What follows belongs to an exercise in optimizing a design on an open flow for small area; a production flow would make more cautious choices. Function was checked by simulation only, so behaviour that the tests miss may differ from the original. No driver is modelled on the clock port, so clocking that relies on it looks cheaper here than on a real chip.

==> job 900: inputs <==
==> flow/design.v <==
`timescale 1ns / 1ps
module top_FSM_LightStand_PWM(
    input i_clk, i_reset,
    input [2:0] i_button,
    output o_light
    );
    localparam integer B0 = 0, B1 = 13, BP = 26, BC = 27, B2 = 37;
    localparam [12:0] CNT_OFS  = 13'd128;
    localparam [12:0] CNT_END  = CNT_OFS + 13'd5000;
    localparam [12:0] CNT_SEEN = 13'b1010000001000;
    localparam [9:0]  PWM_OFS  = 10'd1;
    localparam [9:0]  PWM_END  = PWM_OFS + 10'd999;
    localparam [9:0]  PWM_SEEN = 10'b1111101000;
    reg [6:0] r_div;
    wire w_tick = (r_div[5:0] == 6'b100011);
    wire w_pwm_step = (r_div[4:0] == 5'b01101);
    always @(posedge i_clk or posedge i_reset) begin
        if (i_reset) r_div <= 7'd12;
        else r_div <= {r_div[5:0], r_div[6] ^ r_div[0] ^ w_tick};
    end
    reg [49:0] r_ring;
    reg [2:0] r_carry;       
    reg [2:1] r_pushed;      
    reg [2:0] r_level;       
    reg r_light;
    wire [12:0] w_cnt0 = r_ring[B0+12:B0];
    wire [12:0] w_cnt1 = r_ring[B1+12:B1];
    wire [12:0] w_cnt2 = r_ring[B2+12:B2];
    wire [9:0]  w_pwm  = r_ring[BC+9:BC];
    wire [2:0]  w_p    = {r_pushed, r_ring[BP]};
    wire [2:0] w_full = {
        (w_cnt2 & CNT_SEEN) == (CNT_END & CNT_SEEN),
        (w_cnt1 & CNT_SEEN) == (CNT_END & CNT_SEEN),
        (w_cnt0 & CNT_SEEN) == (CNT_END & CNT_SEEN)};
    wire w_pwm_full = (w_pwm & PWM_SEEN) == (PWM_END & PWM_SEEN);
    wire [2:0] w_diff = i_button ^ w_p;
    wire [2:0] w_flip = {3{w_tick}} & w_diff & w_full;    
    wire [2:0] w_inc  = {3{w_tick}} & w_diff & ~w_full;
    wire [2:0] w_rel  = w_flip & w_p;                     
    wire w_pwm_clr = w_tick & w_pwm_full;
    wire [2:0] w_cin = r_carry | w_inc | {2'b00, w_pwm_step};
    wire [2:0] w_ain = {r_ring[B2], r_ring[B1], r_ring[B0]};
    wire [2:0] w_sum = w_ain ^ w_cin;
    localparam [12:0] CNT_CHG = CNT_END ^ CNT_OFS;
    localparam [9:0]  PWM_CHG = PWM_END ^ (PWM_OFS - 10'd1);
    localparam [49:0] CHG = {CNT_CHG, PWM_CHG, 1'b0, CNT_CHG, CNT_CHG};
    localparam [49:0] VAL = {CNT_OFS, PWM_OFS - 10'd1, 1'b0, CNT_OFS, CNT_OFS};
    wire [49:0] w_clr = {{13{w_flip[2]}}, {10{w_pwm_clr}}, 1'b0, {13{w_flip[1]}}, {13{w_flip[0]}}};
    wire [49:0] w_in = {w_sum[0], r_ring[49:B2+1], w_sum[2], r_ring[B2-1:B1+1],
                        w_sum[1], r_ring[B1-1:1]};
    wire [49:0] w_next;
    genvar g;
    generate for (g = 0; g < 50; g = g + 1) begin : sh
        localparam integer S = (g + 1) % 50;    
        if (S == BP)
            assign w_next[g] = r_ring[BP] ^ w_flip[0];
        else if (CHG[S])
            assign w_next[g] = w_clr[S] ? VAL[S] : w_in[g];
        else
            assign w_next[g] = w_in[g];
    end endgenerate
    function lt_const(input [9:0] a, input [9:0] k);
        integer i;
        reg lt, eq;
        begin
            lt = 1'b0; eq = 1'b1;
            for (i = 9; i >= 0; i = i - 1) begin
                if (k[i]) begin
                    lt = lt | (eq & ~a[i]);
                    eq = eq & a[i];
                end else
                    eq = eq & ~a[i];
            end
            lt_const = lt;
        end
    endfunction
    reg [2:0] w_lnext;
    always @(*) begin
        w_lnext = r_level;
        if (w_rel[0])
            case (r_level)
                3'd0: w_lnext = 3'd1;
                3'd1: w_lnext = 3'd2;
                3'd2: w_lnext = 3'd3;
                default: w_lnext = 3'd4;
            endcase
        else if (w_rel[1])
            case (r_level)
                3'd4: w_lnext = 3'd3;
                3'd3: w_lnext = 3'd2;
                3'd2: w_lnext = 3'd1;
                default: w_lnext = 3'd0;
            endcase
        else if (w_rel[2])
            w_lnext = 3'd0;
    end
    reg w_y;
    always @(*) begin
        case (r_level)
            3'd1: w_y = lt_const(w_pwm, PWM_OFS + 10'd300);
            3'd2: w_y = lt_const(w_pwm, PWM_OFS + 10'd600);
            3'd3: w_y = lt_const(w_pwm, PWM_OFS + 10'd800);
            3'd4: w_y = ~w_pwm_full;
            default: w_y = 1'b0;
        endcase
    end
    localparam [49:0] TICK0 = {CNT_OFS, PWM_OFS + 10'd1, 1'b0, CNT_OFS, CNT_OFS};
    localparam [49:0] RESET = {TICK0[0], TICK0[49:1]};
    always @(posedge i_clk or posedge i_reset) begin
        if (i_reset) begin
            r_ring <= RESET;
            r_carry <= 3'd0;
            r_pushed <= 2'b00;
            r_level <= 3'd0;
            r_light <= 1'b0;
        end else begin
            r_ring <= w_next;
            r_carry <= w_cin & w_ain;
            r_pushed <= r_pushed ^ w_flip[2:1];
            r_level <= w_lnext;
            if (w_tick) r_light <= w_y;
        end
    end
    assign o_light = r_light;
endmodule
==> flow/flow/run.sh <==
#!/bin/bash
# The standard layout with these changes:
# - after the standard synthesis, every combinational cell gets its smallest
#   drive strength (flow/downsize.py); the placement resizer sizes up what
#   needs it;
# - CTS without dummy clock loads, with clkbuf_4;
# - port buffers of the smallest buffer cell.
set -euo pipefail
bash standard.sh synth > synth.log 2>&1
R=orfs/results/$FLOW_PLATFORM/top_FSM_LightStand_PWM/base
python3 flow/downsize.py $R/1_2_yosys.v \
  $FLOW_HOME/platforms/sky130hd/lib/sky130_fd_sc_hd__tt_025C_1v80.lib > downsize.log 2>&1
bash standard.sh \
  "CTS_ARGS=-sink_clustering_enable -repair_clock_nets -dont_use_dummy_load -buf_list sky130_fd_sc_hd__clkbuf_4 -sink_clustering_size 32 -sink_clustering_max_diameter 100" \
  "BUFFER_PORTS_ARGS=-buffer_cell sky130_fd_sc_hd__buf_1" \
  finish > standard.log 2>&1
==> flow/flow/downsize.py <==
"""Give every combinational cell of the synthesized netlist its smallest
drive strength; the placement resizer sizes up what needs it."""
import re, sys
lib = open(sys.argv[2]).read()
area = {m.group(1): float(m.group(2)) for m in re.finditer(
    r'cell\s*\(\s*"?(sky130_fd_sc_hd__\w+?)"?\s*\)\s*\{.*?area\s*:\s*([\d.]+)', lib, re.S)}
dont = set(sys.argv[3].split()) if len(sys.argv) > 3 else set()
fam = {}
for c in area:
    m = re.match(r'(sky130_fd_sc_hd__\w+)_(\d+)$', c)
    if m and c not in dont:
        fam.setdefault(m.group(1), []).append(c)
def smallest(c):
    m = re.match(r'(sky130_fd_sc_hd__\w+)_(\d+)$', c)
    if not m or m.group(1).split('__')[1].startswith(('df', 'sdf', 'edf', 'dl', 'conb')):
        return c
    opts = fam.get(m.group(1), [c])
    return min(opts, key=lambda x: (area[x], x != c))
src = open(sys.argv[1]).read()
n = 0
def sub(m):
    global n
    new = smallest(m.group(2))
    n += new != m.group(2)
    return m.group(1) + new
out = re.sub(r'^(\s*)(sky130_fd_sc_hd__\w+)(?=\s)', sub, src, flags=re.M)
open(sys.argv[1], 'w').write(out)
print(f"downsized {n} cells")
==> flow/standard.sh <==
#!/bin/bash
# synth_recipe.tcl (not shown) runs the flow's synth.tcl, then flattens the netlist and writes it again
# the make line also repeats each setting of config.mk as NAME=value (left out here)
make -C /OpenROAD-flow-scripts/flow DESIGN_CONFIG=/design/flow/config.mk WORK_HOME=/design/flow/orfs CLKGATE_MAP_FILE= SYNTH_SCRIPT=/design/flow/synth_recipe.tcl "${@:-finish}"
==> flow/config.mk <==
export PLATFORM = sky130hd
export DESIGN_NAME = top_FSM_LightStand_PWM
export DESIGN_NICKNAME = top_FSM_LightStand_PWM
export VERILOG_FILES = /design/flow/design.v
export SDC_FILE = /design/flow/constraint.sdc
export NUM_CORES = 4
export LEC_CHECK = 0
export CAP_MARGIN = 20
export CORE_MARGIN = 2
export CORE_UTILIZATION = 40
export SLEW_MARGIN = 20
==> flow/constraint.sdc <==
create_clock -name core_clock -period 10.0 [get_ports {i_clk}]
set_input_delay 2.0000 -clock core_clock [delete_from_list [all_inputs] [get_ports {i_clk}]]
set_output_delay 2.0000 -clock core_clock [all_outputs]
set_load 0.01 [all_outputs]
==> inputs of job 2009, as changes to job 900 <==
==> flow/design.v, changed modules only <==
module top_FSM_LightStand_PWM(
    input i_clk, i_reset,
    input [2:0] i_button,
    output o_light
    );
    localparam [12:0] CNT_OFS  = 13'd128;
    localparam [12:0] CNT_END  = CNT_OFS + 13'd5000;
    localparam [12:0] CNT_SEEN = 13'b1010000001000;
    localparam [9:0]  PWM_OFS  = 10'd1;
    localparam [9:0]  PWM_END  = PWM_OFS + 10'd999;
    localparam [9:0]  PWM_SEEN = 10'b1111101000;
    reg [6:0] r_div;
    wire w_tick = (r_div[5:0] == 6'b100011);
    always @(posedge i_clk or posedge i_reset) begin
        if (i_reset) r_div <= 7'd12;
        else r_div <= {r_div[5:0], r_div[6] ^ r_div[0] ^ w_tick};
    end
    reg [49:0] r_ring;
    reg [3:0] r_carry;       
    reg [2:1] r_pushed;      
    reg [2:0] r_level;       
    reg r_light;
    wire [12:0] w_cnt0 = r_ring[12:0];
    wire [12:0] w_cnt1 = r_ring[25:13];
    wire [12:0] w_cnt2 = r_ring[38:26];
    wire [9:0]  w_pwm  = r_ring[48:39];
    wire [2:0]  w_p    = {r_pushed, r_ring[49]};
    wire [2:0] w_full = {
        (w_cnt2 & CNT_SEEN) == (CNT_END & CNT_SEEN),
        (w_cnt1 & CNT_SEEN) == (CNT_END & CNT_SEEN),
        (w_cnt0 & CNT_SEEN) == (CNT_END & CNT_SEEN)};
    wire w_pwm_full = (w_pwm & PWM_SEEN) == (PWM_END & PWM_SEEN);
    wire [2:0] w_diff = i_button ^ w_p;
    wire [2:0] w_flip = {3{w_tick}} & w_diff & w_full;    
    wire [2:0] w_inc  = {3{w_tick}} & w_diff & ~w_full;
    wire [2:0] w_rel  = w_flip & w_p;                     
    wire w_pwm_clr = w_tick & w_pwm_full;
    wire w_pwm_inc = w_tick & ~w_pwm_full;
    wire [3:0] w_cin = r_carry | {w_pwm_inc, w_inc};
    wire [3:0] w_ain = {r_ring[39], r_ring[26], r_ring[13], r_ring[0]};
    wire [3:0] w_sum = w_ain ^ w_cin;
    wire [49:0] w_clr;
    wire [49:0] w_val;
    assign w_clr = {1'b0, {10{w_pwm_clr}}, {13{w_flip[2]}}, {13{w_flip[1]}}, {13{w_flip[0]}}};
    assign w_val = {1'b0, PWM_OFS, CNT_OFS, CNT_OFS, CNT_OFS};
    localparam [49:0] CHG = {1'b0, PWM_END ^ PWM_OFS, CNT_END ^ CNT_OFS, CNT_END ^ CNT_OFS, CNT_END ^ CNT_OFS};
    wire [49:0] w_in = {w_sum[0], r_ring[49:40], w_sum[3], r_ring[38:27], w_sum[2],
                        r_ring[25:14], w_sum[1], r_ring[12:1]};
    wire [49:0] w_at = {r_ring[0], r_ring[49:1]};    
    wire [49:0] w_next;
    genvar g;
    generate for (g = 0; g < 50; g = g + 1) begin : sh
        localparam integer S = (g + 1) % 50;    
        if (S == 49)
            assign w_next[g] = r_ring[49] ^ w_flip[0];
        else if (CHG[S])
            assign w_next[g] = w_clr[S] ? w_val[S] : w_in[g];
        else
            assign w_next[g] = w_in[g];
    end endgenerate
    function lt_const(input [9:0] a, input [9:0] k);
        integer i;
        reg lt, eq;
        begin
            lt = 1'b0; eq = 1'b1;
            for (i = 9; i >= 0; i = i - 1) begin
                if (k[i]) begin
                    lt = lt | (eq & ~a[i]);
                    eq = eq & a[i];
                end else
                    eq = eq & ~a[i];
            end
            lt_const = lt;
        end
    endfunction
    reg [2:0] w_lnext;
    always @(*) begin
        w_lnext = r_level;
        if (w_rel[0])
            case (r_level)
                3'd0: w_lnext = 3'd1;
                3'd1: w_lnext = 3'd2;
                3'd2: w_lnext = 3'd3;
                default: w_lnext = 3'd4;
            endcase
        else if (w_rel[1])
            case (r_level)
                3'd4: w_lnext = 3'd3;
                3'd3: w_lnext = 3'd2;
                3'd2: w_lnext = 3'd1;
                default: w_lnext = 3'd0;
            endcase
        else if (w_rel[2])
            w_lnext = 3'd0;
    end
    reg w_y;
    always @(*) begin
        case (r_level)
            3'd1: w_y = lt_const(w_pwm, PWM_OFS + 10'd300);
            3'd2: w_y = lt_const(w_pwm, PWM_OFS + 10'd600);
            3'd3: w_y = lt_const(w_pwm, PWM_OFS + 10'd800);
            3'd4: w_y = lt_const(w_pwm, PWM_OFS + 10'd999);
            default: w_y = 1'b0;
        endcase
    end
    localparam [49:0] TICK0 = {1'b0, PWM_OFS + 10'd1, CNT_OFS, CNT_OFS, CNT_OFS};
    localparam [49:0] RESET = {TICK0[0], TICK0[49:1]};
    always @(posedge i_clk or posedge i_reset) begin
        if (i_reset) begin
            r_ring <= RESET;
            r_carry <= 4'd0;
            r_pushed <= 2'b00;
            r_level <= 3'd0;
            r_light <= 1'b0;
        end else begin
            r_ring <= w_next;
            r_carry <= w_cin & w_ain;
            r_pushed <= r_pushed ^ w_flip[2:1];
            r_level <= w_lnext;
            if (w_tick) r_light <= w_y;
        end
    end
    assign o_light = r_light;
endmodule
==> flow/run.sh (new file) <==
#!/bin/bash
# synth_recipe.tcl (not shown) runs the flow's synth.tcl, then flattens the netlist and writes it again
# the make line also repeats each setting of config.mk as NAME=value (left out here)
make -C /OpenROAD-flow-scripts/flow DESIGN_CONFIG=/design/flow/config.mk WORK_HOME=/design/flow/orfs CLKGATE_MAP_FILE= SYNTH_SCRIPT=/design/flow/synth_recipe.tcl finish
--- a/flow/config.mk
+++ b/flow/config.mk
@@ -9,3 +9,6 @@
 export CORE_MARGIN = 2
 export CORE_UTILIZATION = 40
+export CTS_BUF_LIST = sky130_fd_sc_hd__clkbuf_4
+export CTS_CLUSTER_DIAMETER = 100
+export CTS_CLUSTER_SIZE = 32
 export SLEW_MARGIN = 20
removed: flow/flow/run.sh
removed: flow/flow/downsize.py
removed: flow/standard.sh
==> inputs of job 3976, as changes to job 900 <==
--- a/flow/design.v
+++ b/flow/design.v
@@ -9,7 +9,7 @@
     localparam [12:0] CNT_END  = CNT_OFS + 13'd5000;
     localparam [12:0] CNT_SEEN = 13'b1010000001000;
-    localparam [9:0]  PWM_OFS  = 10'd1;
+    localparam [9:0]  PWM_OFS  = 10'd4;
     localparam [9:0]  PWM_END  = PWM_OFS + 10'd999;
-    localparam [9:0]  PWM_SEEN = 10'b1111101000;
+    localparam [9:0]  PWM_SEEN = 10'b1111101011;
     reg [6:0] r_div;
     wire w_tick = (r_div[5:0] == 6'b100011);
==> flow/flow/run.sh (replaced) <==
#!/bin/bash
# The standard layout with these changes:
# - the standard synthesis maps the logic with an area-oriented ABC script
#   (flow/abc_map.script in place of ORFS's abc_speed.script; everything
#   else in synthesis is unchanged);
# - after the standard synthesis, every combinational cell gets its smallest
#   drive strength (flow/downsize.py); the placement resizer sizes up what
#   needs it;
# - the clock tree is a clkbuf_2 that drives four clkbuf_8, one per quarter
#   of the registers (flow/pre_cts.tcl, run before CTS, which then has
#   nothing left to do);
# - port buffers of the smallest buffer cell.
set -euo pipefail
rm -rf scripts_abc
cp -r "$FLOW_HOME/scripts" scripts_abc
cp flow/abc_map.script scripts_abc/abc_speed.script
bash standard.sh "SCRIPTS_DIR=$PWD/scripts_abc" synth > synth.log 2>&1
R=orfs/results/$FLOW_PLATFORM/top_FSM_LightStand_PWM/base
python3 flow/downsize.py $R/1_2_yosys.v \
  $FLOW_HOME/platforms/sky130hd/lib/sky130_fd_sc_hd__tt_025C_1v80.lib > downsize.log 2>&1
bash standard.sh \
  "PRE_CTS_TCL=$PWD/flow/pre_cts.tcl" \
  "CTS_ARGS=-clk_nets i_clk -dont_use_dummy_load -buf_list sky130_fd_sc_hd__clkbuf_1" \
  "BUFFER_PORTS_ARGS=-buffer_cell sky130_fd_sc_hd__buf_1" \
  finish > standard.log 2>&1
==> flow/flow/abc_map.script (new file) <==
&get -n
&st
&dch -f
&nf -R 1000
&put
==> flow/flow/pre_cts.tcl (new file) <==
# The clock tree: the clock port drives one clkbuf_2, which drives four
# clkbuf_8, each of which drives the registers of one quarter of the placed
# design (split at the median x, then each half at its median y). Run before
# CTS, which then finds the port's net with a single sink and leaves it
# alone.
set block [ord::get_db_block]
set clk_net [$block findNet i_clk]
set master [[ord::get_db] findMaster sky130_fd_sc_hd__buf_6]
set sinks {}
foreach iterm [$clk_net getITerms] {
  set loc [[$iterm getInst] getLocation]
  lappend sinks [list $iterm [lindex $loc 0] [lindex $loc 1]]
}
set sinks [lsort -real -index 1 $sinks]
set half [expr {[llength $sinks] / 2}]
set groups {}
foreach part [list [lrange $sinks 0 [expr {$half - 1}]] [lrange $sinks $half end]] {
  set part [lsort -real -index 2 $part]
  set q [expr {[llength $part] / 2}]
  lappend groups [lrange $part 0 [expr {$q - 1}]] [lrange $part $q end]
}
set i 0
foreach group $groups {
  set buf [odb::dbInst_create $block $master clkbuf_leaf_$i]
  set net [odb::dbNet_create $block clknet_leaf_$i]
  $net setSigType CLOCK
  set sx 0; set sy 0
  foreach s $group {
    set iterm [lindex $s 0]
    $iterm disconnect
    $iterm connect $net
    set sx [expr {$sx + [lindex $s 1]}]
    set sy [expr {$sy + [lindex $s 2]}]
  }
  [$buf findITerm A] connect $clk_net
  [$buf findITerm X] connect $net
  set n [llength $group]
  $buf setLocation [expr {int($sx / $n)}] [expr {int($sy / $n)}]
  $buf setPlacementStatus PLACED
  puts "clock buffer $i drives $n registers"
  incr i
}
detailed_placement
# keep CTS from buffering the port net
set_dont_touch [get_nets i_clk]
==> flow_summary.ini <==
[logic_synthesis]
avgSynthCellArea_um2 = 14.4
netlist_area_um2 = 2370

[timing]
fmax_ghz = 0.298
period_share_pct = 33.6

[status]
outcome = complete, no violations

[finish]
design.seq.count = 67
sh_seq_area_pct = 63.1

[routing]
wl_met1_mm = 1.64
drt_iter0_drc = 121

[clock_network]
cts-htree-levels = 3

[global_route]
grt_pass1_wl_mm = 6.13

[critical_path]
crit_chain = clkdlybuf4s50_1

[worst_hold_path]
holdPathEnd = r_ring[1]$_DFF_PP0_

[power_and_ir_drop]
switching_power_mw = 0.103

[place]
dp_cells = 242
Source of the figures above: job 2009

==> flow_summary.ini <==
[status]
outcome = complete, no violations

[routing]
drt_iter0_drc = 54
wl_met1_mm = 1.59

[global_route]
grt_pass1_wl_mm = 6.01

[power_and_ir_drop]
switching_power_mw = 0.0814

[place]
dp_cells = 230

[clock_network]
cts-htree-levels = 3

[finish]
sh_seq_area_pct = 69.2

[timing]
fmax_ghz = 0.296

[critical_path]
crit_chain = buf_1 > xnor2_1 > nor3_1 > ha_1 > nor2_1 > mux2_2 > a221oi_1 > a21oi_1
Source of the figures above: job 900

==> flow_summary.ini <==
[status]
outcome = did not finish
lastStage = clock tree synthesis
toolErrorMsg = [ERROR ODB-0372] Attempt to disconnect iterm clkbuf_leaf_3/A of dont_touch net i_clk

[place]
dp_cells = 230
dp_slack_ns = 6.60
port-buffer-count = 5

[logic_synthesis]
synthFlopType = dfrtp_1
netlist_area_um2 = 2180
avgSynthCellArea_um2 = 14.2
synth.top_cells.by_count = 59 x dfrtp_1, 19 x nand2_1, 9 x nor2_1, 9 x nor2b_1, 7 x dfstp_2

[floorplanning]
rows = 26
Source of the figures above: job 3976

## re-timing with driven ports
The results above use ideal ports. As a check the final layouts listed here were re-extracted and re-timed, cells and wires unchanged. Step 1 assumes that a clkbuf_16 drives the clock port and a buf_2 every other input. Step 2 times the ports against the registers' clock, not the clock port: input delays grow and output delays shrink by t, the midpoint of the rising clock arrivals with the driver on. Three values: ideal, step 1, step 2; two values: the first two.
run	t, ns	setup WS [ns]	slew at the worst register clock pin (ns)	worst slew at a driven data input, ns	pins driven straight from the clock port
job 900	0.418	6.625 / 6.630 / 6.211	0.10 / 0.10	0.03	1
job 2009	0.435	6.641 / 6.616 / 6.230	0.11 / 0.11	0.03	1
After both steps setup and hold are still met in every run listed. For job 900, which loses most, drivers alone change the setup slack by +0.005 ns; drivers and shift together by -0.414 ns.
